What follows belongs to an exercise in optimizing a design on an open flow for small area, a short achievable clock period and few clock cycles; a production flow would make more cautious choices.
The RTL was checked by simulation tests, not by an equivalence proof against the original design.
Power is estimated from default activity; no workload was simulated.

==> flow/design.v (outline; a module is shown in full before it is edited, if it fits) <==
// module std_fp_smult_pipe: 3382 lines
// module mul_fa: 4 lines
// module mul_ha: 4 lines
// module mul_x: 3 lines
// module mul_s: 3 lines
// module mul_sn: 3 lines
module std_fp_smult_pipe #(
    parameter WIDTH = 32,
    parameter INT_WIDTH = 16,
    parameter FRAC_WIDTH = 16
) (
    input  [WIDTH-1:0]              left,
    input  [WIDTH-1:0]              right,
    input  logic                    reset,
    input  logic                    go,
    input  logic                    clk,
    output logic [WIDTH-1:0]        out,
    output logic                    done
);
  // ...
==> flow/run.sh <==
#!/bin/bash
# synth_recipe.tcl (not shown) runs the flow's synth.tcl, then flattens the netlist and writes it again
# the make line also repeats each setting of config.mk as NAME=value (left out here)
make -C /OpenROAD-flow-scripts/flow DESIGN_CONFIG=/design/flow/config.mk WORK_HOME=/design/flow/orfs CLKGATE_MAP_FILE= SYNTH_SCRIPT=/design/flow/synth_recipe.tcl finish
==> flow/config.mk <==
export PLATFORM = sky130hd
export DESIGN_NAME = std_fp_smult_pipe
export DESIGN_NICKNAME = std_fp_smult_pipe
export VERILOG_FILES = /design/flow/design.v
export SDC_FILE = /design/flow/constraint.sdc
export NUM_CORES = 4
export LEC_CHECK = 0
export CAP_MARGIN = 20
export CORE_MARGIN = 2
export CORE_UTILIZATION = 40
export SLEW_MARGIN = 20
export SYNTH_HIERARCHICAL = 1
==> flow/constraint.sdc <==
create_clock -name core_clock -period 7.5 [get_ports {clk}]
set_input_delay 1.5000 -clock core_clock [delete_from_list [all_inputs] [get_ports {clk}]]
set_output_delay 1.5000 -clock core_clock [all_outputs]
set_load 0.01 [all_outputs]
==> impl_metrics.json, run 1 <==
{
  "status": "timing/DRC/antenna clean",
  "h-tree-depth": 3,
  "yosys.area.top_type_share_pct": 36.6,
  "seqPwrFrac_pct": 7.8,
  "placed_cell_area_um2": 22900,
  "antenna_cells": 0,
  "hp-class": "in -> reg",
  "fill_cells": 4802,
  "grt_use_met3_pct": 4.15,
  "final_cell_mix": "xor2_1 (477), a22o_1 (456), fa_1 (377)",
  "max_slew_margin_pct": 18.4,
  "yosys.area_share.simple_pct": 3.33,
  "fin_setup_tns_ns": 0,
  "place_congestion": 0.950,
  "switchingPower_mw": 5.74,
  "first_iter_violations": 1542,
  "critPathRequiredTime_ns": 6.00,
  "ant_nets": 0,
  "drt_first_pass_iters": 7,
  "die_h_um": 231,
  "cts_buffers": 9,
  "p_total_mw": 11.4,
  "ys.flop_type": "dfxtp_1",
  "worst-setup-path-type": "reg -> out",
  "endpoint_kind": "output pin",
  "setup_viol": 0,
  "drc": 0,
  "track_usage_pct": 27.0,
  "viasPerCell": 6.18
}
Testbench counts, summed over its fixed seeds: cycles 4,008.
==> run 2, diff against run 1 <==
--- a/flow/config.mk
+++ b/flow/config.mk
@@ -8,5 +8,6 @@
 export CAP_MARGIN = 20
 export CORE_MARGIN = 2
 export CORE_UTILIZATION = 40
+export SETUP_SLACK_MARGIN = 2.0
 export SLEW_MARGIN = 20
 export SYNTH_HIERARCHICAL = 1
==> run 2 against run 1 <==
Against the previous run: core utilization grew 0.88 points; critical path type is now in -> reg; maximum frequency grew 11%; sequential power barely moved; count of clock-buffer cells in the layout grew 1; cell count increased by 0.71%; first-iteration DRC count rose by 14%; highest routed layer unchanged; flip-flop and latch count stayed put; via count is 1.1% higher; hold slack better by 0.015 ns; synthesized area unchanged.
==> impl_metrics.json, run 2 <==
{
  "status": "timing/DRC/antenna clean",
  "io_pins": 100,
  "rows": 83,
  "wl_um": 73500,
  "slowest_delay_ns": 0.89,
  "p_leak_nw": 10.3,
  "dpl.hpwl_um": 58200,
  "rsz0062_at_grt": "yes",
  "setup_viol": 0,
  "place_congestion": 0.904,
  "tightestPinTransition_ns": 1.20,
  "synth_compound_area_share_pct": 23.6,
  "clk_pin_slew_ns": 0.06,
  "dieArea_um2": 53400,
  "synth.distinct_cells": 51,
  "track_usage_pct": 27.2,
  "fin_cells": 2690,
  "synthTopCellsByArea": "fa_1 (37%), xor2_1 (20%), a22o_1 (19%)",
  "ant_nets": 0,
  "ys.warnings.count": 7,
  "grt-ovfl-total": 0,
  "yosysTopAreaCell": "fa_1",
  "first_global_vias": 17187,
  "synth_edf_count": 0,
  "endpoint_kind": "flip-flop",
  "final_cell_mix": "xor2_1 (477), a22o_1 (456), fa_1 (377)",
  "max_freq_mhz": 185,
  "path_buf_inv": 2,
  "critPathRequiredTime_ns": 7.74,
  "switchingPower_mw": 5.99,
  "synthXorXnorAreaFrac_pct": 21.0,
  "crit_family": "adder cells",
  "coreArea_um2": 51200,
  "ys_ff_latch": 81,
  "tritoncts": "built",
  "synthArstFlopShare_pct": 0,
  "antenna_cells": 0,
  "h-tree-depth": 3,
  "via_count": 16700,
  "muxShareOfSynthArea_pct": 0,
  "ys.flop_type": "dfxtp_1",
  "comb_power_share_pct": 88.8,
  "drt_first_pass_iters": 5,
  "yosys.area_share.simple_pct": 3.33,
  "area_delta_synth_final_pct": 14.7,
  "portBuffers": 99,
  "wl_per_cell_um": 27.3,
  "cts_buffers": 9,
  "syn_nets": 2374,
  "hp-class": "in -> reg",
  "fin_nets": 2558,
  "fin_area_um2": 23700,
  "fill_cells": 4772,
  "yosys.area.top_type_share_pct": 36.6,
  "cts_root_buffer": "clkbuf_16",
  "fin_crit_sh_pct": 72.3,
  "worst_path_most_repeated_cell": "fa_1",
  "die_h_um": 231,
  "grt_start_max_net_pins": 39,
  "critPathSlowestCell": "o21ai_1",
  "layout-drive-gt1-share_pct": 8.56,
  "period_minus_slack_ns": 5.42,
  "syn_avg_cell_area_um2": 11.3,
  "antenna_found_initial": 0,
  "grt_pass1_wl_um": 109000,
  "synthesis.area_um2": 20600,
  "cap_violations": 0,
  "power_frac_clock_pct": 3.8,
  "netSwitchingFraction_pct": 49.9,
  "viasPerCell": 6.21,
  "hold_buffers": 0,
  "syn-instance-count": 1821,
  "layout_commonest_cell": "xor2_1",
  "slew_viol_final": 0,
  "p_per_area_nw_per_um2": 507,
  "synth_top_family_by_area": "adder cells",
  "fin_setup_tns_ns": 0,
  "max_slew_margin_pct": 20.1,
  "crit_arrival_ns": 5.65,
  "start_util_pct": 40.3,
  "cp_max_fo": 11,
  "synth.most_common_cell": "xor2_1",
  "drc": 0,
  "first_iter_violations": 1753,
  "dp_cells": 2654,
  "cts_sinks": 81,
  "whs_ns": 1.66,
  "ir_worst_vdd_mv": 0.263,
  "cp_cell_sequence": "clkdlybuf4s50_1 > o21ai_1 > buf_4 > a22o_1 > fa_1 > fa_1 > fa_1 > fa_1 > fa_1",
  "ys_top_cells_by_count": "xor2_1 (477), a22o_1 (456), fa_1 (377), ha_1 (109), dfxtp_1 (81)",
  "worst-setup-path-type": "in -> reg",
  "cp-start-kind": "input pin",
  "synth-seq-area-share_pct": 7.86,
  "yosys.area_share.adder_pct": 43.2,
  "die_x_um": 231,
  "seqPwrFrac_pct": 7.4,
  "placed_cell_area_um2": 22900,
  "cts_buffer_depth": 2,
  "p_int_mw": 6.01,
  "finalHoldViolCount": 0
}
run 2: timing repair:
item | CTS | global route
buffers inserted | 8 | 9
resized for setup | 24 | 47
cloned | 1 | 2
setup endpoints to repair | 22 | 33
pin swaps | 8 | 9
run 2: final timing paths:
kind	startpoint	endpoint	slack, ns	cells after the start
worst max-delay path	right[29]	r43_1$_DFF_P_	2.08	9
worst min-delay path	reset	done_r$_SDFF_PP0_	1.66	2
run 2: cell families (layout without fill, tap and decap cells):
logic type               Yosys count  in the layout
AO/OA/AOI/OAI                    584            587
XOR/XNOR                         496            496
adder cells (fa/ha/maj)          486            486
buffers and inverters             51            237
flip-flops                        81             81
AND/OR/NAND/NOR                  123            123
run 2: metrics by stage:
| stage | setup WS [ns] | total power, mW | util (%) |
|---|---|---|---|
| finish | 2.08 | 12.0 | 46.3 |
| detailed placement | 1.35 | 11.1 | 44.7 |
| floorplan | 2.05 | 7.18 | - |
| global route | 1.90 | 13.2 | 46.3 |
| CTS | 1.95 | 11.9 | 45.6 |
| global placement | 1.30 | 11.0 | 44.8 |
run 2: metal layers:
layer	vias to the layer above	routed length (um)	global-route usage [%]	part of all wire (%)
met5	-	0	0	0
met4	0	2550	8.89	3.5
met3	126	5490	4.33	7.5
met2	910	34100	44.4	46
met1	8568	31300	36.9	43
li1	7096	-	-	-
run 2: final cells by class:
| class | instances | area [um^2] | share of cell area [%] |
|---|---|---|---|
| multi-input combinational | 1692 | 19200 | 80.9 |
| timing repair buffer | 179 | 1600 | 6.75 |
| inverter | 42 | 158 | 0.666 |
| sequential | 81 | 1620 | 6.85 |
| tap | 680 | 851 | 3.59 |
| clock inverter | 3 | 40.0 | 0.169 |
| clock buffer | 13 | 250 | 1.06 |
run 2: power groups by stage:
stage,registers [mW],clock network (mW),logic [mW]
4_1_cts,0.895,0.470,10.6
5_1_grt,0.916,0.483,11.8
3_5_place_dp,0.905,0,10.2
6_report,0.891,0.453,10.7
2_1_floorplan,0.877,0,6.30
3_3_place_gp,0.895,0,10.1
run 2: Yosys stat by module, one instance, submodules excluded:
module | cells inside | copies in the design | area, um^2 | flip-flops and latches
mul_sn | 1 | 8 | 12.5 | 0
mul_fa | 1 | 376 | 20.0 | 0
mul_x | 1 | 464 | 8.76 | 0
std_fp_smult_pipe | 476 | 1 | 4440 | 81
mul_ha | 1 | 41 | 12.5 | 0
mul_s | 1 | 456 | 8.76 | 0
==> run 3, diff against run 2 <==
--- a/flow/config.mk
+++ b/flow/config.mk
@@ -8,6 +8,6 @@
 export CAP_MARGIN = 20
 export CORE_MARGIN = 2
 export CORE_UTILIZATION = 40
-export SETUP_SLACK_MARGIN = 2.0
+export SETUP_SLACK_MARGIN = 3.0
 export SLEW_MARGIN = 20
 export SYNTH_HIERARCHICAL = 1
==> run 3 against run 2 <==
Against the previous run: first-iteration DRC count increased by 55%; maximum frequency increased by 7.7%; total power increased by 18%; hold slack got worse by 0.015 ns; synthesized cell count unchanged; design area increased by 21%; global-route usage increased by 6.4 points; cell count increased by 9.4%; combinational power increased by about 20%; core utilization increased by 9.8 points; wire length increased by 26%; critical path depth increased by 1; largest power group unchanged.
==> impl_metrics.json, run 3 <==
{
  "status": "timing/DRC/antenna clean",
  "tightestPinTransition_ns": 0.715,
  "wl_um": 92500,
  "slew_viol_final": 0,
  "layout-drive-gt1-share_pct": 34.5,
  "drt_first_pass_iters": 8,
  "max_freq_mhz": 199,
  "h-tree-depth": 3,
  "final_cell_mix": "xor2_1 (471), a22o_1 (450), fa_1 (206)",
  "tritoncts": "built",
  "synth-seq-area-share_pct": 7.86,
  "synthArstFlopShare_pct": 0,
  "slowest_delay_ns": 0.46,
  "syn_avg_cell_area_um2": 11.3,
  "ant_nets": 0,
  "die_h_um": 231,
  "grt-ovfl-total": 0,
  "clk_pin_slew_ns": 0.06,
  "synthTopCellsByArea": "fa_1 (37%), xor2_1 (20%), a22o_1 (19%)",
  "synth.distinct_cells": 51,
  "rows": 83,
  "place_congestion": 0.918,
  "worst-setup-path-type": "reg -> out",
  "ys_ff_latch": 81,
  "critPathRequiredTime_ns": 6.00,
  "crit_arrival_ns": 3.53,
  "first_iter_violations": 2722,
  "syn_nets": 2374,
  "area_delta_synth_final_pct": 38.9,
  "grt_pass1_wl_um": 131000,
  "hold_buffers": 0,
  "synth_edf_count": 0,
  "synth.most_common_cell": "xor2_1",
  "antenna_cells": 0,
  "coreArea_um2": 51200,
  "max_slew_margin_pct": 52.0,
  "critPathSlowestCell": "fa_2",
  "cts_root_buffer": "clkbuf_16",
  "ys_top_cells_by_count": "xor2_1 (477), a22o_1 (456), fa_1 (377), ha_1 (109), dfxtp_1 (81)",
  "cts_sinks": 81,
  "yosysTopAreaCell": "fa_1",
  "p_total_mw": 14.2,
  "dpl.hpwl_um": 58400,
  "die_x_um": 231,
  "fin_crit_sh_pct": 67.1,
  "viasPerCell": 6.52,
  "ys.warnings.count": 7,
  "start_util_pct": 40.3,
  "cp_max_fo": 4,
  "first_global_vias": 19701,
  "dieArea_um2": 53400,
  "fill_cells": 4201,
  "hp-class": "in -> reg",
  "cap_violations": 0,
  "drc": 0,
  "io_pins": 100,
  "setup_viol": 0,
  "via_count": 19181,
  "portBuffers": 99,
  "cp_cell_sequence": "fa_2 > fa_2 > ha_4 > nand4_1 > or3_4 > o2111ai_4 > a31oi_1 > o21bai_1 > xor2_1 > buf_2",
  "wl_per_cell_um": 31.4,
  "synthesis.area_um2": 20600,
  "ir_worst_vdd_mv": 0.361,
  "cts_buffer_depth": 2,
  "period_minus_slack_ns": 5.03,
  "finalHoldViolCount": 0,
  "syn-instance-count": 1821,
  "p_leak_nw": 12.2,
  "endpoint_kind": "output pin",
  "cts_buffers": 9,
  "rsz0062_at_grt": "yes",
  "antenna_found_initial": 1,
  "fin_nets": 2811,
  "yosys.area.top_type_share_pct": 36.6,
  "ys.flop_type": "dfxtp_1",
  "grt_start_max_net_pins": 32,
  "layout_commonest_cell": "xor2_1",
  "cp-start-kind": "flip-flop",
  "p_per_area_nw_per_um2": 494,
  "worst_path_most_repeated_cell": "fa_2",
  "fin_setup_tns_ns": 0,
  "track_usage_pct": 33.6
}
run 3: report_power, final:
| part | switching, mW | internal, mW | total, mW |
|---|---|---|---|
| Sequential | 0.110 | 0.795 | 0.904 |
| Combinational | 6.70 | 6.13 | 12.8 |
| Clock | 0.192 | 0.248 | 0.440 |
run 3: per-stage QoR:
step,instance area [um^2],worst slack [ns],hold WS (ns),cells,utilization [%]
6_report,28700,2.47,1.65,2942,56.0
5_1_grt,28700,2.36,1.65,2942,56.0
4_1_cts,27500,2.42,1.63,2866,53.7
3_5_place_dp,23200,1.56,2.05,2641,45.4
3_3_place_gp,23200,1.52,2.02,2640,45.3
2_1_floorplan,21100,2.53,1.57,1821,-
run 3: routing by layer:
layer  vias up  wire length [um]  track usage, %
met5         -                16               0
met3       429             11100            9.58
met2      1519             40300            51.6
met1      9606             33700            41.8
met4         2              7270            21.0
li1       7625                 -               -
run 3: cells by family (layout without fill, tap and decap cells):
kind of cell    after synthesis  in the layout  synth area share [%]
simple gates                123            125                  3.33
xor+xnor                    496            496                  21.0
compound gates              584            603                  23.6
buf+inv                      51            471                  1.04
fa+ha+maj                   486            486                  43.2
flops                        81             81                  7.86
run 3: cell type report:
| type | instances | area (um^2) | share of cell area [%] |
|---|---|---|---|
| Sequential cell | 81 | 1630 | 5.68 |
| Inverter | 42 | 158 | 0.550 |
| Timing Repair Buffer | 414 | 4880 | 17.0 |
| Tap cell | 680 | 851 | 2.97 |
| Clock inverter | 2 | 12.5 | 0.0436 |
| Clock buffer | 13 | 270 | 0.943 |
| Multi-Input combinational cell | 1710 | 20900 | 72.8 |
run 3: final timing paths:
check                startpoint                 to  slack [ns]  cells after the start
setup / recovery  r31_2$_DFF_P_            out[30]        2.47                     10
hold / removal            reset  done_r$_SDFF_PP0_        1.65                      2
run 3: worst max-delay path: cells and delay by family (launching register included):
kind,cells,cell delay (ns)
buffers and inverters,1,0.15
AOI/OAI and AO/OA,3,0.72
adders and majority gates,3,1.15
DFF,1,0.32
and+or+nand+nor,2,0.63
xor gates and xnor gates,1,0.18
run 3: per-module statistics from Yosys (local to each module, per instance):
module	cells inside	area (um^2)
mul_fa	1	20.0
mul_ha	1	12.5
mul_s	1	8.76
mul_sn	1	12.5
mul_x	1	8.76
std_fp_smult_pipe	476	4440
run 3: timing repair:
action,in CTS,in global routing
setup buffers,173,72
endpoints found under the setup margin,105,73
pin swaps,180,131
gates cloned,37,4
resized for setup,698,138
==> run 4, diff against run 3 <==
--- a/flow/config.mk
+++ b/flow/config.mk
@@ -8,6 +8,6 @@
 export CAP_MARGIN = 20
 export CORE_MARGIN = 2
 export CORE_UTILIZATION = 40
-export SETUP_SLACK_MARGIN = 3.0
+export SETUP_SLACK_MARGIN = 4.0
 export SLEW_MARGIN = 20
 export SYNTH_HIERARCHICAL = 1
==> run 4 against run 3 <==
Against the previous run: sequential share of layout area down 0.15 points; still clean; highest routed layer unchanged; via count is 1.2% higher; maximum frequency up 0.95%; critical endpoint is now out[31]; die area did not move.
==> impl_metrics.json, run 4 <==
{
  "antenna_found_initial": 2,
  "place_congestion": 0.935,
  "syn-instance-count": 1821,
  "area_delta_synth_final_pct": 42.7,
  "synth.distinct_cells": 51,
  "fin_ws_ns": 2.52,
  "synth.most_common_cell": "xor2_1",
  "period_minus_slack_ns": 4.98,
  "setup_viol": 0,
  "first_global_vias": 19986,
  "io_pins": 100,
  "cp-start-kind": "flip-flop",
  "max_slew_margin_pct": 54.1,
  "hp-class": "in -> reg",
  "cap_violations": 0,
  "rsz0062_at_grt": "yes",
  "wl_um": 96100,
  "ys.flop_type": "dfxtp_1",
  "h-tree-depth": 3,
  "coreArea_um2": 51200,
  "yosys.area.top_type_share_pct": 36.6,
  "fin_crit_sh_pct": 66.4,
  "synthTopCellsByArea": "fa_1 (37%), xor2_1 (20%), a22o_1 (19%)",
  "grt_pass1_wl_um": 137000,
  "tightestPinTransition_ns": 0.689,
  "fin_cells": 2962,
  "slew_viol_final": 0,
  "syn_nets": 2374,
  "portBuffers": 99,
  "finalHoldViolCount": 0,
  "worst-setup-path-type": "reg -> out",
  "place_ws_ns": 1.50,
  "ys_ff_latch": 81,
  "tritoncts": "built",
  "viasPerCell": 6.55,
  "die_x_um": 231,
  "cp_max_fo": 5,
  "fin_area_um2": 29500,
  "placed_cell_area_um2": 23800,
  "first_iter_violations": 2541,
  "via_count": 19403,
  "crit_arrival_ns": 3.48,
  "clk_pin_slew_ns": 0.06,
  "cts_buffer_depth": 2,
  "p_per_area_nw_per_um2": 492,
  "die_h_um": 231,
  "final_cell_mix": "xor2_1 (472), a22o_1 (434), fa_2 (232)",
  "cts_sinks": 81,
  "ys.warnings.count": 7,
  "wl_per_cell_um": 32.4,
  "synthesis.area_um2": 20600,
  "synthArstFlopShare_pct": 0,
  "rows": 83,
  "yosysTopAreaCell": "fa_1",
  "dieArea_um2": 53400,
  "dp_cells": 2644,
  "p_leak_nw": 12.4,
  "syn_avg_cell_area_um2": 11.3,
  "drt_first_pass_iters": 5,
  "grt_start_max_net_pins": 35,
  "whs_ns": 1.65,
  "fin_nets": 2829,
  "layout-drive-gt1-share_pct": 39.7,
  "synth-seq-area-share_pct": 7.86,
  "grt-ovfl-total": 0,
  "hold_buffers": 0,
  "start_util_pct": 40.3,
  "fin_setup_tns_ns": 0,
  "track_usage_pct": 35.5,
  "status": "timing/DRC/antenna clean",
  "ys_top_cells_by_count": "xor2_1 (477), a22o_1 (456), fa_1 (377), ha_1 (109), dfxtp_1 (81)",
  "critPathRequiredTime_ns": 6.00,
  "ir_worst_vdd_mv": 0.414,
  "dpl.hpwl_um": 58400,
  "synth_edf_count": 0,
  "drc": 0,
  "layout_commonest_cell": "xor2_1",
  "cts_root_buffer": "clkbuf_16",
  "ant_nets": 0,
  "max_freq_mhz": 201,
  "endpoint_kind": "output pin",
  "cts_buffers": 9
}
==> run 4: cell count changes in the layout (fill, tap and decap cells not counted), sizes merged <==
cell / delta
buf: +42
bufbuf: -5
bufinv: +2
clkbuf: -6
clkdlybuf4s15: -3
clkdlybuf4s50: -7
clkinv: +1
diode: +1
dlygate4sd2: -5
dlymetal6s2s: -1
o21ai: +1
==> run 4: cells by family after synthesis <==
kind of cell | share of synthesized area [%]
AO/OA/AOI/OAI | 23.6
buffers and inverters | 1.04
adder cells (fa/ha/maj) | 43.2
XOR/XNOR | 21.0
flip-flops | 7.86
AND/OR/NAND/NOR | 3.33
==> run 4: final timing paths <==
check | slack [ns] | end | cells after the start | from
max | 2.52 | out[31] | 13 | r31_2$_DFF_P_
min | 1.65 | done_r$_SDFF_PP0_ | 2 | reset
==> run 4: timing repair <==
action                     4_1_cts  5_1_grt
buffers inserted               219       38
pin swaps                      270      151
setup endpoints to repair      110      109
resized for setup              785      108
cloned                          43        1
==> run 4: final cells by class <==
class / count / area [um^2]
inverter: 42 / 160
fill: 4117 / 21700
clock buffer: 11 / 253
sequential: 81 / 1630
antenna: 1 / 2.50
multi-input combinational: 1711 / 21300
clock inverter: 5 / 77.6
timing repair buffer: 431 / 5160
tap: 680 / 851
==> run 4: per-stage QoR <==
step | utilization (%) | total power, mW
after floorplan | - | 8.15
after global placement | 46.5 | 11.9
after detailed placement | 46.5 | 12.0
after CTS | 56.0 | 13.7
after global routing | 57.5 | 15.6
final | 57.5 | 14.5
==> run 4: per-module statistics from Yosys (local to each module, per instance) <==
module,area (um^2),times used,flops+latches,cells inside
mul_sn,12.5,8,0,1
mul_ha,12.5,41,0,1
mul_s,8.76,456,0,1
mul_x,8.76,464,0,1
mul_fa,20.0,376,0,1
std_fp_smult_pipe,4440,1,81,476
==> run 4: critical path, cell delays in order (launching register included) <==
cell,delay (ns)
dfxtp_2,0.32
fa_2,0.38
fa_2,0.57
ha_4,0.23
buf_6,0.12
a21oi_4,0.12
o21ai_1,0.08
a31oi_1,0.24
o211ai_1,0.14
buf_4,0.19
a31o_4,0.26
a21oi_4,0.18
xnor2_2,0.12
buf_2,0.14
==> run 4: report_power, final <==
group          switching (mW)  internal, mW
combinational            6.85          6.23
sequential              0.109         0.794
clock                   0.194         0.308
==> run 4: metal layers <==
metal	GRT usage, %	share of wire, %	up-vias	routed length (um)
met5	0.919	0.014	-	13
met4	20.5	7.2	2	6900
met3	10.2	12	342	11800
met2	53.5	43	1520	41100
met1	45.5	38	9853	36300
li1	-	-	7686	-
==> run 5, diff against run 4 <==
--- a/flow/config.mk
+++ b/flow/config.mk
@@ -8,6 +8,7 @@
 export CAP_MARGIN = 20
 export CORE_MARGIN = 2
 export CORE_UTILIZATION = 40
-export SETUP_SLACK_MARGIN = 4.0
+export SETUP_SLACK_MARGIN = 2.5
 export SLEW_MARGIN = 20
 export SYNTH_HIERARCHICAL = 1
+export TNS_END_PERCENT = 0
==> run 5 against run 4 <==
Against the previous run: highest routed layer is now met4; clock power decreased by 17%; maximum frequency decreased by 6.7%; flip-flop and latch count unchanged; still clean; non-clock buffer count decreased by 227; die area unchanged; core utilization decreased by 11 points; count of clock-buffer cells in the layout decreased by 1; largest cell class unchanged; wire length decreased by 20%; combinational power decreased by 18%.
==> impl_metrics.json, run 5 <==
{
  "syn-instance-count": 1821,
  "ir_worst_vdd_mv": 0.298,
  "synthTopCellsByArea": "fa_1 (37%), xor2_1 (20%), a22o_1 (19%)",
  "synthArstFlopShare_pct": 0,
  "yosysTopAreaCell": "fa_1",
  "via_count": 17227,
  "rows": 83,
  "layout_commonest_cell": "xor2_1",
  "timing.critical_path.to": "r27_1$_DFF_P_",
  "fin_util_pct": 47.0,
  "first_global_vias": 18009,
  "drc": 0,
  "cts_sinks": 81,
  "clk_pin_slew_ns": 0.06,
  "synth-seq-area-share_pct": 7.86,
  "endpoint_kind": "flip-flop",
  "final_cell_mix": "xor2_1 (477), a22o_1 (456), fa_1 (377)",
  "rsz0062_at_grt": "yes",
  "fin_area_um2": 24100,
  "drt_first_pass_iters": 5,
  "tritoncts": "built",
  "ys_top_cells_by_count": "xor2_1 (477), a22o_1 (456), fa_1 (377), ha_1 (109), dfxtp_1 (81)",
  "cts_buffer_depth": 2,
  "tightestPinTransition_ns": 1.23,
  "antenna_cells": 0,
  "grt_start_max_net_pins": 39,
  "track_usage_pct": 28.9,
  "portBuffers": 99,
  "p_per_area_nw_per_um2": 505,
  "viasPerCell": 6.33,
  "regArea_um2": 1620,
  "max_slew_margin_pct": 18.2,
  "start_util_pct": 40.3,
  "synth_edf_count": 0,
  "synth.most_common_cell": "xor2_1",
  "period_minus_slack_ns": 5.34,
  "cts_buffers": 9,
  "wl_um": 76500,
  "p_leak_nw": 10.4,
  "fin_nets": 2589,
  "synth.distinct_cells": 51,
  "cts_root_buffer": "clkbuf_16",
  "io_pins": 100,
  "coreArea_um2": 51200,
  "yosys.area.top_type_share_pct": 36.6,
  "startpoint": "left[21]",
  "fin_setup_tns_ns": 0,
  "die_x_um": 231,
  "placed_cell_area_um2": 23000,
  "fin_crit_sh_pct": 71.2,
  "crit_arrival_ns": 5.60,
  "die_h_um": 231,
  "topRoutingLayerUsed": "met4",
  "route.met2.wl_um": 35600,
  "dieArea_um2": 53400,
  "cp-start-kind": "input pin",
  "cp_max_fo": 11,
  "syn_nets": 2374,
  "wl_met1_um": 31700,
  "ant_nets": 0,
  "grt-ovfl-total": 0,
  "ys.warnings.count": 7,
  "max_freq_mhz": 187,
  "syn_avg_cell_area_um2": 11.3,
  "fill_cells": 4659,
  "ys.flop_type": "dfxtp_1",
  "layout-drive-gt1-share_pct": 10.9,
  "hp-class": "in -> reg",
  "setup_viol": 0,
  "h-tree-depth": 3,
  "area_delta_synth_final_pct": 16.6,
  "wl_per_cell_um": 28.1,
  "antenna_found_initial": 0,
  "slew_viol_final": 0,
  "worst-setup-path-type": "in -> reg",
  "place_congestion": 0.914,
  "cap_violations": 0,
  "dr_wl_met3_um": 6530,
  "finalHoldViolCount": 0,
  "dpl.hpwl_um": 57600,
  "ys_ff_latch": 81,
  "hold_buffers": 0,
  "status": "timing/DRC/antenna clean",
  "synthesis.area_um2": 20600,
  "first_iter_violations": 1848,
  "grt_pass1_wl_um": 115000,
  "multi_input_area_um2": 19400,
  "critPathRequiredTime_ns": 7.76
}
-- run 5: layout make-up --
| cell class | count | area share (%) |
|---|---|---|
| inverter | 42 | 0.655 |
| sequential | 81 | 6.74 |
| tap | 680 | 3.54 |
| clock inverter | 5 | 0.140 |
| timing repair buffer | 204 | 7.39 |
| multi-input combinational | 1698 | 80.6 |
| clock buffer | 10 | 0.952 |
-- run 5: logic make-up after synthesis --
| logic type | count (synthesis) | share of synthesized area (%) |
|---|---|---|
| buffers and inverters | 51 | 1.04 |
| AND/OR/NAND/NOR | 123 | 3.33 |
| flip-flops | 81 | 7.86 |
| AO/OA/AOI/OAI | 584 | 23.6 |
| adder cells (fa/ha/maj) | 486 | 43.2 |
| XOR/XNOR | 496 | 21.0 |
-- run 5: worst min-delay path by stage --
stage / startpoint / to / slack (ns) / cells after the start
floorplan: reset / done_r$_SDFF_PP0_ / 1.57 / 1
CTS: reset / done_r$_SDFF_PP0_ / 1.64 / 2
global route: reset / done_r$_SDFF_PP0_ / 1.66 / 2
finish: reset / done_r$_SDFF_PP0_ / 1.66 / 2
detailed placement: reset / done_r$_SDFF_PP0_ / 2.05 / 2
global placement: reset / done_r$_SDFF_PP0_ / 2.03 / 2
-- run 5: critical path, cell delays in order --
cell and delay [ns]:
dlygate4sd2_1 0.92, buf_4 0.30, xor2_1 0.09, a22o_1 0.28
fa_1 0.60, fa_1 0.48, fa_1 0.45, fa_1 0.56
fa_1 0.41
-- run 5: through the flow --
| stage | power [mW] | std cells | hold slack [ns] | worst slack, ns |
|---|---|---|---|---|
| floorplan | 7.18 | 1821 | 1.57 | 2.47 |
| CTS | 12.2 | 2718 | 1.64 | 2.23 |
| detailed placement | 11.1 | 2655 | 2.05 | 1.48 |
| global route | 13.4 | 2720 | 1.66 | 2.11 |
| finish | 12.2 | 2720 | 1.66 | 2.16 |
| global placement | 11.0 | 2655 | 2.03 | 1.41 |
-- run 5: per-module statistics from Yosys, one instance, submodules excluded --
module / flops+latches / times used
mul_ha: 0 / 41
mul_s: 0 / 456
mul_x: 0 / 464
mul_sn: 0 / 8
mul_fa: 0 / 376
std_fp_smult_pipe: 81 / 1
-- run 5: per-layer routing --
metal | vias to the layer above | global-route usage (%)
met5 | - | 0
li1 | 7162 | -
met2 | 992 | 47.1
met4 | 0 | 10.2
met1 | 8893 | 38.3
met3 | 180 | 5.63
-- run 5: what timing repair did --
item / CTS / global route
endpoints found under the setup margin: 85 / 87
setup buffers: 39 / 2
gates cloned: 9 / 0
pin swaps: 25 / 1
resized for setup: 112 / 12
-- run 5: where the power goes --
part           total, mW  leakage (nW)  switching [mW]  internal, mW
registers          0.892         0.682           0.101         0.791
logic               10.8          9.56            5.84          5.00
clock network      0.417         0.124           0.196         0.221
total               12.2          10.4            6.14          6.01
==> run 6, diff against run 5 <==
--- a/flow/config.mk
+++ b/flow/config.mk
@@ -7,8 +7,8 @@
 export LEC_CHECK = 0
 export CAP_MARGIN = 20
 export CORE_MARGIN = 2
-export CORE_UTILIZATION = 40
-export SETUP_SLACK_MARGIN = 2.5
+export CORE_UTILIZATION = 60
+export PLACE_DENSITY = 0.7
+export SETUP_SLACK_MARGIN = 2.0
 export SLEW_MARGIN = 20
 export SYNTH_HIERARCHICAL = 1
-export TNS_END_PERCENT = 0
==> run 6 against run 5 <==
Against the previous run: via count decreased by 0.75%; maximum frequency decreased by 3.0%; sequential share of layout area increased by 0.21 points; worst setup slack got worse by 0.16 ns; hold slack improved by 0.0029 ns; still clean; critical path type unchanged; highest routed layer unchanged; largest power group unchanged.
==> impl_metrics.json, run 6 <==
{
  "tritoncts": "built",
  "via_count": 17098,
  "wl_per_cell_um": 28.8,
  "cts_buffers": 9,
  "p_leak_nw": 10.2,
  "hp-class": "in -> reg",
  "dpl.hpwl_um": 54900,
  "synthArstFlopShare_pct": 0,
  "first_global_vias": 17751,
  "syn_avg_cell_area_um2": 11.3,
  "coreArea_um2": 33700,
  "synthesis.area_um2": 20600,
  "track_usage_pct": 40.0,
  "place_congestion": 0.955,
  "ys_ff_latch": 81,
  "slowest_delay_ns": 1.18,
  "drt_first_pass_iters": 6,
  "setup_viol": 0,
  "max_freq_mhz": 182,
  "layout-drive-gt1-share_pct": 8.18,
  "h-tree-depth": 3,
  "status": "timing/DRC/antenna clean",
  "viasPerCell": 6.97,
  "power_frac_clock_pct": 4.0,
  "p_per_area_nw_per_um2": 512,
  "grt_pass1_wl_um": 107000,
  "die_x_um": 189,
  "fin_ws_ns": 1.99,
  "ys.warnings.count": 7,
  "ys_top_cells_by_count": "xor2_1 (477), a22o_1 (456), fa_1 (377), ha_1 (109), dfxtp_1 (81)",
  "critPathRequiredTime_ns": 7.75,
  "hold_buffers": 0,
  "portBuffers": 99,
  "ys.flop_type": "dfxtp_1",
  "synthTopCellsByArea": "fa_1 (37%), xor2_1 (20%), a22o_1 (19%)",
  "yosys.area.top_type_share_pct": 36.6,
  "p_int_mw": 6.02,
  "start_util_pct": 61.2,
  "syn-instance-count": 1821,
  "fin_setup_tns_ns": 0,
  "slew_viol_final": 0,
  "cap_violations": 0,
  "layout_commonest_cell": "xor2_1",
  "max_slew_margin_pct": 20.1,
  "cts_root_buffer": "clkbuf_16",
  "synth.distinct_cells": 51,
  "place_ws_ns": 1.09,
  "ant_nets": 0,
  "critPathSlowestCell": "clkdlybuf4s50_1",
  "seqPwrFrac_pct": 7.5,
  "worst_path_most_repeated_cell": "fa_1",
  "fin_nets": 2552,
  "comb_power_share_pct": 88.5,
  "synth_edf_count": 0,
  "first_iter_violations": 1982,
  "p_total_mw": 11.9,
  "antenna_found_initial": 1,
  "drc": 0,
  "cp-start-kind": "input pin",
  "crit_arrival_ns": 5.75,
  "endpoint_kind": "flip-flop",
  "synth.most_common_cell": "xor2_1",
  "grt_start_max_net_pins": 40,
  "area_delta_synth_final_pct": 13.1,
  "crit_family": "adder cells",
  "rows": 67,
  "yosysTopAreaCell": "fa_1",
  "grt-ovfl-total": 0,
  "die_h_um": 189,
  "wl_um": 70700,
  "clk_pin_slew_ns": 0.06,
  "fill_cells": 2695,
  "cts_sinks": 81,
  "cp_cell_sequence": "clkdlybuf4s50_1 > xor2_1 > a22o_1 > fa_1 > fa_1 > fa_1 > fa_1 > fa_1",
  "io_pins": 100,
  "netSwitchingFraction_pct": 49.6,
  "period_minus_slack_ns": 5.51,
  "dieArea_um2": 35900,
  "fin_crit_sh_pct": 73.4,
  "final_cell_mix": "xor2_1 (477), a22o_1 (456), fa_1 (377)",
  "path_buf_inv": 1,
  "switchingPower_mw": 5.93,
  "tightestPinTransition_ns": 1.20,
  "synth-seq-area-share_pct": 7.86,
  "rsz0062_at_grt": "yes",
  "worst-setup-path-type": "in -> reg",
  "ir_worst_vdd_mv": 1.03,
  "syn_nets": 2374,
  "cp_max_fo": 13,
  "finalHoldViolCount": 0,
  "cts_buffer_depth": 2
}
[run 6: cell count changes in the layout (fill, tap and decap cells not counted), sizes merged]
cell | previous run | this run
o21ai | 41 | 34
nor2b | 23 | 22
clkinv | 3 | 1
clkdlybuf4s15 | 1 | 0
dlygate4sd2 | 20 | 4
buf | 121 | 87
dlymetal6s2s | 1 | 10
clkbuf | 11 | 16
bufinv | 0 | 1
clkdlybuf4s50 | 60 | 72
clkinvlp | 2 | 0
diode | 0 | 2
[run 6: cells by family (layout without fill, tap and decap cells)]
group,count (synthesis),after routing,synth area share [%]
buf+inv,51,233,1.04
flops,81,81,7.86
simple gates,123,123,3.33
xor+xnor,496,496,21.0
fa+ha+maj,486,486,43.2
other cells,0,2,0
compound gates,584,585,23.6
[run 6: timing repair]
action | 4_1_cts | 5_1_grt
resized for setup | 33 | 36
gates cloned | 1 | 0
pin swaps | 12 | 6
hold endpoints to repair | 0 | 0
endpoints found under the setup margin | 37 | 24
buffers inserted | 7 | 4
[run 6: cell type report]
class	instances	area, um^2	share of cell area (%)
timing repair buffer	175	1570	6.72
tap	448	561	2.40
multi-input combinational	1690	19100	81.9
sequential	81	1620	6.95
clock buffer	14	274	1.17
antenna	2	5.00	0.0214
inverter	42	158	0.676
clock inverter	2	35.0	0.150
[run 6: through the flow]
| stage | cells | hold WS [ns] | cell area, um^2 | util, % |
|---|---|---|---|---|
| CTS | 2448 | 1.65 | 23200 | 68.7 |
| detailed placement | 2424 | 2.05 | 22700 | 67.2 |
| global route | 2453 | 1.68 | 23300 | 69.2 |
| global placement | 2424 | 2.02 | 22700 | 67.2 |
| floorplan | 1821 | 1.57 | 20700 | - |
| finish | 2454 | 1.66 | 23300 | 69.2 |
[run 6: path summary, 6_finish.rpt]
kind     start           endpoint  slack [ns]  cells past startpoint
min      reset  done_r$_SDFF_PP0_        1.66                      2
max   left[22]      r27_1$_DFF_P_        1.99                      8
[run 6: metal layers]
metal  global-route usage, %  vias up  part of all wire (%)
met3                    9.66      200                    11
met4                    19.8        0                   5.5
met1                    54.5     8610                    41
met2                    59.9     1211                    43
met5                       0        -                     0
li1                        -     7077                     -
[run 6: per-module statistics from Yosys (local to each module, per instance)]
| module | area (um^2) | cells inside | flops+latches | copies in the design |
|---|---|---|---|---|
| mul_fa | 20.0 | 1 | 0 | 376 |
| mul_ha | 12.5 | 1 | 0 | 41 |
| mul_s | 8.76 | 1 | 0 | 456 |
| mul_sn | 12.5 | 1 | 0 | 8 |
| mul_x | 8.76 | 1 | 0 | 464 |
| std_fp_smult_pipe | 4440 | 476 | 81 | 1 |
[run 6: power groups by stage]
| stage | Clock, mW | Sequential [mW] | Combinational (mW) |
|---|---|---|---|
| final | 0.475 | 0.895 | 10.6 |
| after detailed placement | 0 | 0.907 | 9.99 |
| after global placement | 0 | 0.898 | 9.74 |
| after floorplan | 0 | 0.877 | 6.30 |
| after CTS | 0.483 | 0.898 | 10.4 |
| after global routing | 0.498 | 0.918 | 11.5 |
==> run 7, diff against run 6 <==
==> flow/flow/run.sh (new file) <==
#!/bin/bash
# Layout flow: the standard ORFS flow (standard.sh, unchanged synthesis),
# with extra ORFS variables from flow/extra.env (port buffer cell choice and
# timing-repair options). Each tool's full output is in orfs/logs/...; the
# make output is in standard.log.
set -euo pipefail
here=$(pwd)
set -a
source "$here/flow/extra.env"
set +a
bash "$here/standard.sh" > "$here/standard.log" 2>&1
==> flow/flow/extra.env (new file) <==
BUFFER_PORTS_ARGS="-buffer_cell sky130_fd_sc_hd__buf_2"
==> flow/standard.sh (new file) <==
#!/bin/bash
# synth_recipe.tcl (not shown) runs the flow's synth.tcl, then flattens the netlist and writes it again
# the make line also repeats each setting of config.mk as NAME=value (left out here)
make -C /OpenROAD-flow-scripts/flow DESIGN_CONFIG=/design/flow/config.mk WORK_HOME=/design/flow/orfs CLKGATE_MAP_FILE= SYNTH_SCRIPT=/design/flow/synth_recipe.tcl "${@:-finish}"
--- a/flow/config.mk
+++ b/flow/config.mk
@@ -7,8 +7,7 @@
 export LEC_CHECK = 0
 export CAP_MARGIN = 20
 export CORE_MARGIN = 2
-export CORE_UTILIZATION = 60
-export PLACE_DENSITY = 0.7
+export CORE_UTILIZATION = 40
 export SETUP_SLACK_MARGIN = 2.0
 export SLEW_MARGIN = 20
 export SYNTH_HIERARCHICAL = 1
removed: flow/run.sh
==> run 7 against run 6 <==
Against the previous run: wire length is 0.21% higher; hold slack worse by 0.39 ns; via count is 3.9% lower; count of clock-buffer cells in the layout is 5 lower; synthesized area stayed put; design area is 2.6% lower; total power is 8.6% lower; global-route usage is 13 points lower; highest routed layer unchanged.
==> impl_metrics.json, run 7 <==
{
  "cts_root_buffer": "clkbuf_16",
  "dpl.hpwl_um": 55800,
  "max_slew_margin_pct": 22.0,
  "fin_crit_sh_pct": 71.7,
  "grt_pass1_wl_um": 108000,
  "io_pins": 100,
  "worst-setup-path-type": "in -> reg",
  "p_leak_nw": 9.98,
  "yosysTopAreaCell": "fa_1",
  "endpoint_kind": "flip-flop",
  "synth_edf_count": 0,
  "portBuffers": 99,
  "hold_buffers": 0,
  "ir_worst_vdd_mv": 0.275,
  "regArea_um2": 1620,
  "wl_per_cell_um": 26.7,
  "coreArea_um2": 51200,
  "synthesis.area_um2": 20600,
  "synthArstFlopShare_pct": 0,
  "area_delta_synth_final_pct": 10.2,
  "fin_area_um2": 22700,
  "layout_commonest_cell": "xor2_1",
  "viasPerCell": 6.19,
  "ys_ff_latch": 81,
  "fin_nets": 2520,
  "antenna_found_initial": 1,
  "first_global_vias": 17330,
  "fin_util_pct": 44.4,
  "synthTopCellsByArea": "fa_1 (37%), xor2_1 (20%), a22o_1 (19%)",
  "cp-start-kind": "input pin",
  "yosys.area.top_type_share_pct": 36.6,
  "place_ws_ns": 1.04,
  "synth.distinct_cells": 51,
  "startpoint": "right[9]",
  "multi_input_area_um2": 18900,
  "start_util_pct": 40.3,
  "h-tree-depth": 3,
  "max_freq_mhz": 186,
  "timing.critical_path.to": "rc$_DFF_P_",
  "cp_cell_sequence": "buf_2 > nand2b_1 > o21ai_4 > buf_4 > a22o_1 > fa_1 > fa_1 > fa_1 > ha_1 > ha_1 > nand3_1 > nor3_1 > o31ai_1 > a211oi_1",
  "die_x_um": 231,
  "synth-seq-area-share_pct": 7.86,
  "critPathRequiredTime_ns": 7.81,
  "final_cell_mix": "xor2_1 (477), a22o_1 (456), fa_1 (377)",
  "track_usage_pct": 26.9,
  "path_buf_inv": 2,
  "slowest_delay_ns": 0.52,
  "whs_ns": 1.27,
  "cts_buffers": 9,
  "syn-instance-count": 1821,
  "worst_path_most_repeated_cell": "fa_1",
  "crit_family": "adder cells",
  "grt_start_max_net_pins": 40,
  "hp-class": "in -> reg",
  "fill_cells": 4755,
  "cap_violations": 0,
  "p_per_area_nw_per_um2": 480,
  "clk_pin_slew_ns": 0.08,
  "drt_first_pass_iters": 5,
  "fin_ws_ns": 2.12,
  "syn_nets": 2374,
  "cp_max_fo": 19,
  "first_iter_violations": 1589,
  "finalHoldViolCount": 0,
  "crit_arrival_ns": 5.69,
  "ys_top_cells_by_count": "xor2_1 (477), a22o_1 (456), fa_1 (377), ha_1 (109), dfxtp_1 (81)",
  "wl_um": 70800,
  "rows": 83,
  "grt-ovfl-total": 0,
  "via_count": 16424,
  "critPathSlowestCell": "fa_1",
  "status": "timing/DRC/antenna clean",
  "syn_avg_cell_area_um2": 11.3,
  "tightestPinTransition_ns": 1.17,
  "synth.most_common_cell": "xor2_1",
  "rsz0062_at_grt": "yes",
  "ys.flop_type": "dfxtp_1",
  "layout-drive-gt1-share_pct": 9.84,
  "die_h_um": 231,
  "ant_nets": 0,
  "drc": 0,
  "slew_viol_final": 0,
  "dieArea_um2": 53400,
  "cp.depth": 14,
  "ys.warnings.count": 7,
  "setup_viol": 0,
  "cts_buffer_depth": 2,
  "placed_cell_area_um2": 22300,
  "fin_setup_tns_ns": 0,
  "period_minus_slack_ns": 5.38,
  "tritoncts": "built",
  "cts_sinks": 81,
  "place_congestion": 0.905
}
==> run 7: cell count changes in the layout (fill, tap and decap cells not counted), moves of 4 or more <==
cell             delta
buf_2              +88
clkdlybuf4s50_1    -72
buf_4              -28
ha_1               +11
dlymetal6s2s_1     -10
ha_2                -8
a21oi_1             +4
dlygate4sd2_1       -4
==> run 7: repair_timing <==
action / CTS / global route
pin swaps: 1 / 0
buffers inserted: 2 / 0
resized for setup: 2 / 10
endpoints found under the setup margin: 27 / 27
==> run 7: report_power, final <==
group / switching (mW) / leakage, nW / internal, mW / total [mW]
sequential: 0.0989 / 0.682 / 0.790 / 0.889
clock: 0.207 / 0.152 / 0.291 / 0.498
combinational: 5.50 / 9.14 / 4.04 / 9.54
==> run 7: how the worst min path moves through the flow <==
stage          slack (ns)  depth (start not counted)           endpoint   from
2_1_floorplan        1.57                          1  done_r$_SDFF_PP0_  reset
5_1_grt              1.27                          2  done_r$_SDFF_PP0_  reset
4_1_cts              1.26                          2  done_r$_SDFF_PP0_  reset
3_3_place_gp         1.65                          2  done_r$_SDFF_PP0_  reset
3_5_place_dp         1.66                          2  done_r$_SDFF_PP0_  reset
6_report             1.27                          2  done_r$_SDFF_PP0_  reset
==> run 7: cells by family (layout without fill, tap and decap cells) <==
kind of cell | Yosys count | in the layout | share of synthesized area (%)
AOI/OAI and AO/OA | 584 | 584 | 23.6
xor gates and xnor gates | 496 | 496 | 21.0
adders and majority gates | 486 | 486 | 43.2
buffers and inverters | 51 | 202 | 1.04
DFF | 81 | 81 | 7.86
other | 0 | 1 | 0
and+or+nand+nor | 123 | 123 | 3.33
==> run 7: cell type report <==
class	instances	share of cell area [%]
clock buffer	9	0.990
inverter	42	0.693
multi-input combinational	1689	83.3
tap	680	3.74
sequential	81	7.13
clock inverter	7	0.413
antenna	1	0.0110
timing repair buffer	144	3.71
==> run 7: metrics by stage <==
| step | power, mW | cells |
|---|---|---|
| 4_1_cts | 11.0 | 2652 |
| 3_5_place_dp | 10.4 | 2634 |
| 3_3_place_gp | 10.3 | 2634 |
| 5_1_grt | 12.1 | 2653 |
| 6_report | 10.9 | 2653 |
| 2_1_floorplan | 7.18 | 1821 |
==> run 7: per-module statistics from Yosys (local to each module, per instance) <==
module,cells,area (um^2)
std_fp_smult_pipe,476,4440
mul_ha,1,12.5
mul_x,1,8.76
mul_sn,1,12.5
mul_fa,1,20.0
mul_s,1,8.76
==> run 7: layer usage <==
metal	wire [um]	track usage, %	part of all wire [%]	vias up
li1	-	-	-	7001
met1	30500	36.4	43	8472
met2	32400	43.2	46	818
met3	5180	4.42	7.3	133
met4	2680	10.0	3.8	0
met5	0	0	0	-
==> run 8, diff against run 7 <==
--- a/flow/config.mk
+++ b/flow/config.mk
@@ -8,6 +8,6 @@
 export CAP_MARGIN = 20
 export CORE_MARGIN = 2
 export CORE_UTILIZATION = 40
-export SETUP_SLACK_MARGIN = 2.0
+export SETUP_SLACK_MARGIN = 3.0
 export SLEW_MARGIN = 20
 export SYNTH_HIERARCHICAL = 1
==> run 8 against run 7 <==
Against the previous run: still clean; synthesized cell count unchanged; die area stayed put; first-iteration DRC count grew 22%; global-route usage grew 4.9 points; clock power grew 8.8%; non-clock buffer count grew 153; synthesized area is the same; critical path type is now reg -> out; largest cell class unchanged; highest routed layer unchanged.
==> impl_metrics.json, run 8 <==
{
  "cp_max_fo": 5,
  "critPathSlowestCell": "fa_1",
  "cp_cell_sequence": "fa_2 > fa_1 > ha_4 > nand4_1 > buf_4 > o31ai_4 > a31oi_2 > buf_4 > nor2_4 > a211oi_4 > o311ai_2 > xnor2_1 > buf_2",
  "hold_buffers": 0,
  "fill_cells": 4424,
  "track_usage_pct": 31.7,
  "grt_use_met3_pct": 8.33,
  "h-tree-depth": 3,
  "ys.warnings.count": 7,
  "die_h_um": 231,
  "p_total_mw": 13.1,
  "synth.distinct_cells": 51,
  "regArea_um2": 1630,
  "cts_buffer_depth": 2,
  "dpl.hpwl_um": 55100,
  "tightestPinTransition_ns": 0.706,
  "min_to": "done_r$_SDFF_PP0_",
  "period_minus_slack_ns": 4.96,
  "ys.flop_type": "dfxtp_1",
  "first_global_vias": 18773,
  "antenna_cells": 0,
  "ant_nets": 0,
  "grt_start_max_net_pins": 35,
  "synth_edf_count": 0,
  "yosys.area.top_type_share_pct": 36.6,
  "ir_worst_vdd_mv": 0.313,
  "wl_per_cell_um": 30.3,
  "hp-class": "in -> reg",
  "area_delta_synth_final_pct": 29.9,
  "drt_first_pass_iters": 7,
  "critPathRequiredTime_ns": 6.00,
  "status": "timing/DRC/antenna clean",
  "antenna_found_initial": 0,
  "p_per_area_nw_per_um2": 487,
  "cts_buffers": 9,
  "fin_area_um2": 26800,
  "clk_pin_slew_ns": 0.07,
  "cts_root_buffer": "clkbuf_16",
  "synthTopCellsByArea": "fa_1 (37%), xor2_1 (20%), a22o_1 (19%)",
  "wl_um": 85400,
  "layout-drive-gt1-share_pct": 29.4,
  "fin_crit_sh_pct": 66.2,
  "multi_input_area_um2": 20500,
  "grt_pass1_wl_um": 125000,
  "whs_path_depth": 2,
  "cap_violations": 0,
  "slowest_delay_ns": 0.48,
  "p_leak_nw": 11.3,
  "syn_nets": 2374,
  "max_freq_mhz": 201,
  "synthArstFlopShare_pct": 0,
  "whs_ns": 1.27,
  "yosysTopAreaCell": "fa_1",
  "rows": 83,
  "cts_sinks": 81,
  "setup_viol": 0,
  "layout_commonest_cell": "xor2_1",
  "die_x_um": 231,
  "grt-ovfl-total": 0,
  "fin_util_pct": 52.3,
  "start_util_pct": 40.3,
  "rsz0062_at_grt": "yes",
  "coreArea_um2": 51200,
  "met2_usage_pct": 49.5,
  "drc": 0,
  "final_cell_mix": "xor2_1 (476), a22o_1 (452), fa_1 (219)",
  "hp-start": "reset",
  "placed_cell_area_um2": 22600,
  "fin_setup_tns_ns": 0,
  "path_buf_inv": 3,
  "io_pins": 100,
  "ys_ff_latch": 81,
  "finalHoldViolCount": 0,
  "grt-busiest-layer": "met2",
  "crit_family": "adder cells",
  "synth-seq-area-share_pct": 7.86,
  "tritoncts": "built",
  "max_slew_margin_pct": 52.8,
  "synth.most_common_cell": "xor2_1",
  "portBuffers": 99,
  "endpoint_kind": "output pin",
  "worst_path_most_repeated_cell": "buf_4",
  "crit_arrival_ns": 3.46,
  "viasPerCell": 6.44,
  "dieArea_um2": 53400,
  "synthesis.area_um2": 20600,
  "grtUsageMet1_pct": 39.5,
  "worst-setup-path-type": "reg -> out",
  "slew_viol_final": 0,
  "syn_avg_cell_area_um2": 11.3,
  "fin_nets": 2686,
  "first_iter_violations": 1939,
  "cp-start-kind": "flip-flop",
  "syn-instance-count": 1821,
  "place_congestion": 0.911,
  "via_count": 18139,
  "ys_top_cells_by_count": "xor2_1 (477), a22o_1 (456), fa_1 (377), ha_1 (109), dfxtp_1 (81)"
}
[run 8: cell counts after synthesis]
Identical to the previous run, type by type.
[run 8: worst max-delay path by stage]
stage,start,slack (ns),to,cells past startpoint
6_report,r31_2$_DFF_P_,2.54,out[29],13
5_1_grt,r31_2$_DFF_P_,2.41,out[31],11
4_1_cts,r33_0$_DFF_P_,2.46,out[31],11
3_5_place_dp,right[1],1.41,rc$_DFF_P_,12
3_3_place_gp,right[1],1.53,rc$_DFF_P_,12
2_1_floorplan,right[2],2.53,rc$_DFF_P_,13
[run 8: logic make-up after synthesis]
group           Yosys count  synth area share [%]
xor+xnor                496                  21.0
fa+ha+maj               486                  43.2
compound gates          584                  23.6
simple gates            123                  3.33
buf+inv                  51                  1.04
flops                    81                  7.86
[run 8: layout make-up]
class / instances / share of cell area (%)
clock buffers: 10 / 0.892
clock inverters: 6 / 0.425
inverters: 42 / 0.588
multi-input cells: 1702 / 76.4
flip-flops and latches: 81 / 6.06
well taps: 680 / 3.17
repair buffers: 297 / 12.4
[run 8: metal layers]
metal,vias to the layer above,part of all wire (%),wire [um]
met5,-,0,0
met4,0,6.7,5700
met3,276,10,8510
met2,1182,44,38000
met1,9295,39,33200
li1,7386,-,-
[run 8: power by group]
| part | internal [mW] | total (mW) | switching [mW] | leakage (nW) |
|---|---|---|---|---|
| logic | 5.31 | 11.6 | 6.30 | 10.5 |
| registers | 0.792 | 0.895 | 0.103 | 0.682 |
| clock network | 0.335 | 0.542 | 0.206 | 0.165 |
| total | 6.44 | 13.1 | 6.61 | 11.3 |
[run 8: per-module statistics from Yosys, one instance, submodules excluded]
module | flops+latches | area (um^2) | cells inside | times used
mul_ha | 0 | 12.5 | 1 | 41
mul_sn | 0 | 12.5 | 1 | 8
mul_fa | 0 | 20.0 | 1 | 376
mul_x | 0 | 8.76 | 1 | 464
mul_s | 0 | 8.76 | 1 | 456
std_fp_smult_pipe | 81 | 4440 | 476 | 1
[run 8: what timing repair did]
| item | in CTS | in global routing |
|---|---|---|
| cloned | 23 | 0 |
| setup endpoints to repair | 101 | 73 |
| pin swaps | 124 | 79 |
| gates resized for setup | 305 | 119 |
| buffers inserted | 137 | 26 |
[run 8: stage by stage]
step / setup WS, ns / cells
after floorplan: 2.53 / 1821
after global placement: 1.53 / 2616
after detailed placement: 1.41 / 2616
after CTS: 2.46 / 2792
after global routing: 2.41 / 2818
final: 2.54 / 2818
==> run 9, diff against run 8 <==
--- a/flow/config.mk
+++ b/flow/config.mk
@@ -8,6 +8,6 @@
 export CAP_MARGIN = 20
 export CORE_MARGIN = 2
 export CORE_UTILIZATION = 40
-export SETUP_SLACK_MARGIN = 3.0
+export SETUP_SLACK_MARGIN = 2.5
 export SLEW_MARGIN = 20
 export SYNTH_HIERARCHICAL = 1
==> run 9 against run 8 <==
Against the previous run: design area shrank 11%; maximum frequency shrank 1.8%; sequential share of layout area grew 0.72 points; total power shrank 9.6%; synthesized area is the same; sequential power shrank 0.6%; combinational power shrank about 10%; global-route usage shrank 3.6 points; clock power shrank about 10%; critical path depth shrank 1; largest power group unchanged; highest routed layer is now met5.
==> impl_metrics.json, run 9 <==
{
  "first_global_vias": 17812,
  "synth.most_common_cell": "xor2_1",
  "muxShareOfSynthArea_pct": 0,
  "grt_pass1_wl_um": 112000,
  "cts_buffers": 9,
  "dp_cells": 2628,
  "min_to": "done_r$_SDFF_PP0_",
  "viasPerCell": 6.34,
  "fin_setup_tns_ns": 0,
  "tightestPinTransition_ns": 0.959,
  "dpl.hpwl_um": 55600,
  "die_h_um": 231,
  "io_pins": 100,
  "ys.warnings.count": 7,
  "fin_util_pct": 46.7,
  "max_slew_margin_pct": 36.1,
  "cp-start-kind": "flip-flop",
  "hp-class": "in -> reg",
  "ys.flop_type": "dfxtp_1",
  "fill_cells": 4765,
  "crit_arrival_ns": 3.55,
  "wl_um": 75700,
  "p_per_area_nw_per_um2": 494,
  "synth-seq-area-share_pct": 7.86,
  "fin_nets": 2575,
  "cp_cell_sequence": "fa_2 > fa_1 > ha_4 > nand4_1 > or3_4 > o211ai_1 > buf_4 > buf_6 > o21ai_4 > o21ai_1 > xor2_1 > buf_2",
  "synthesis.area_um2": 20600,
  "tritoncts": "built",
  "antenna_found_initial": 0,
  "finalHoldViolCount": 0,
  "setup_viol": 0,
  "clk_pin_slew_ns": 0.06,
  "worst-setup-path-type": "reg -> out",
  "cp_max_fo": 7,
  "hp-start": "reset",
  "ys_top_cells_by_count": "xor2_1 (477), a22o_1 (456), fa_1 (377), ha_1 (109), dfxtp_1 (81)",
  "crit_family": "adder cells",
  "period_minus_slack_ns": 5.05,
  "synth_compound_area_share_pct": 23.6,
  "rsz0062_at_grt": "yes",
  "syn_nets": 2374,
  "critPathSlowestCell": "fa_1",
  "synthXorXnorAreaFrac_pct": 21.0,
  "max_freq_mhz": 198,
  "synth_edf_count": 0,
  "whs_path_depth": 2,
  "fin_crit_sh_pct": 67.4,
  "fin_cells": 2706,
  "place_congestion": 0.931,
  "die_x_um": 231,
  "place_ws_ns": 1.35,
  "p_total_mw": 11.8,
  "start_util_pct": 40.3,
  "synth.distinct_cells": 51,
  "yosys.area_share.adder_pct": 43.2,
  "dr_wl_met3_um": 6010,
  "syn_avg_cell_area_um2": 11.3,
  "fin_area_um2": 23900,
  "layout-drive-gt1-share_pct": 14.5,
  "synthArstFlopShare_pct": 0,
  "antenna_cells": 0,
  "first_iter_violations": 1616,
  "yosys.area.top_type_share_pct": 36.6,
  "cts_root_buffer": "clkbuf_16",
  "area_delta_synth_final_pct": 15.9,
  "cts_sinks": 81,
  "grt-ovfl-total": 0,
  "path_buf_inv": 3,
  "final_cell_mix": "xor2_1 (477), a22o_1 (456), fa_1 (376)",
  "portBuffers": 99,
  "synth_top_family_by_area": "adder cells",
  "hold_buffers": 0,
  "yosys.area_share.simple_pct": 3.33,
  "wl_met1_um": 31500,
  "route.met2.wl_um": 34600,
  "multi_input_area_um2": 19300,
  "rows": 83,
  "grt_start_max_net_pins": 41,
  "dieArea_um2": 53400,
  "ant_nets": 0,
  "slew_viol_final": 0,
  "cts_buffer_depth": 2,
  "cap_violations": 0,
  "drc": 0,
  "fin_ws_ns": 2.45,
  "syn-instance-count": 1821,
  "ys_ff_latch": 81,
  "topRoutingLayerUsed": "met5",
  "h-tree-depth": 3,
  "p_leak_nw": 10.4,
  "drt_first_pass_iters": 5,
  "status": "timing/DRC/antenna clean",
  "wl_per_cell_um": 28.0,
  "yosysTopAreaCell": "fa_1",
  "whs_ns": 1.29,
  "via_count": 17145,
  "coreArea_um2": 51200,
  "slowest_delay_ns": 0.51,
  "regArea_um2": 1620,
  "layout_commonest_cell": "xor2_1",
  "placed_cell_area_um2": 22300,
  "endpoint_kind": "output pin",
  "ir_worst_vdd_mv": 0.311,
  "track_usage_pct": 28.1,
  "synthTopCellsByArea": "fa_1 (37%), xor2_1 (20%), a22o_1 (19%)",
  "critPathRequiredTime_ns": 6.00
}
[run 9: final cells by class]
cell class	count	share of cell area, %
repair buffers	193	6.80
flip-flops and latches	81	6.79
clock inverters	5	0.340
inverters	42	0.659
clock buffers	10	0.957
well taps	680	3.56
multi-input cells	1695	80.9
[run 9: modules after synthesis, one instance, submodules excluded]
module	flip-flops and latches	area, um^2	cells
mul_sn	0	12.5	1
mul_ha	0	12.5	1
mul_x	0	8.76	1
std_fp_smult_pipe	81	4440	476
mul_fa	0	20.0	1
mul_s	0	8.76	1
[run 9: cells by family (layout without fill, tap and decap cells)]
logic type,after synthesis,count (layout)
AOI/OAI and AO/OA,584,590
xor gates and xnor gates,496,496
adders and majority gates,486,486
buffers and inverters,51,250
DFF,81,81
and+or+nand+nor,123,123
[run 9: worst max path at each step]
stage,startpoint,end,depth (start not counted)
floorplan,right[5],rc$_DFF_P_,13
global placement,right[7],rc$_DFF_P_,16
detailed placement,right[7],rc$_DFF_P_,16
CTS,r33_0$_DFF_P_,out[27],12
global route,r31_2$_DFF_P_,out[30],10
finish,r31_2$_DFF_P_,out[27],12
[run 9: repair_timing]
action                                  in CTS  in global routing
setup buffers                               30                 22
hold endpoints to repair                     0                  0
endpoints found under the setup margin      83                 35
gates resized for setup                     77                 65
gates cloned                                10                  1
pin swaps                                   15                 30
[run 9: per-layer routing]
metal  vias to the layer above  track usage [%]
met5                         -            0.919
met4                         2             12.5
met3                       203             5.08
met2                       968             44.3
met1                      8829             37.7
li1                       7143                -
[run 9: power breakdown]
group          total, mW  internal, mW  leakage, nW  switching, mW
clock              0.486         0.290        0.149          0.196
combinational       10.4          4.59         9.58           5.84
sequential         0.890         0.791        0.682         0.0987
total               11.8          5.67         10.4           6.14

## what the ideal ports hide
The results above use ideal ports. As a check the final layouts listed here were re-extracted and re-timed, cells and wires unchanged. Step 1, drivers: a clkbuf_16 drives clk and a buf_2 each remaining input, both assumed. Step 2 adds t to the input delays and takes it off the output delays; t is the mean of the earliest and latest rising clock arrival at the registers after step 1. Input paths then give back, and output paths get back, about the clock's delay inside the block. Three values: no drivers, after step 1, after step 2; two values: the first two.
run | t, ns | setup WS [ns] | hold slack, ns
run 1 | 0.432 | 1.462 / 1.406 / 1.475 | 1.647 / 1.616 / 2.049
run 2 | 0.439 | 2.081 / 2.033 / 1.658 | 1.661 / 1.632 / 2.071
run 3 | 0.442 | 2.470 / 2.415 / 2.266 | 1.646 / 1.614 / 2.056
run 4 | 0.439 | 2.518 / 2.462 / 2.251 | 1.653 / 1.620 / 2.059
run 5 | 0.442 | 2.158 / 2.192 / 1.750 | 1.657 / 1.620 / 2.062
run 6 | 0.429 | 1.993 / 1.949 / 1.591 | 1.660 / 1.627 / 2.056
run 7 | 0.434 | 2.119 / 2.153 / 1.720 | 1.273 / 1.242 / 1.676
run 8 | 0.433 | 2.535 / 2.477 / 2.233 | 1.270 / 1.232 / 1.666
run 9 | 0.424 | 2.446 / 2.393 / 2.124 | 1.288 / 1.259 / 1.683
After both steps setup and hold are still met in every run listed. The setup slack of run 2, which loses most, moves by -0.048 ns with the drivers and by -0.423 ns with both steps.
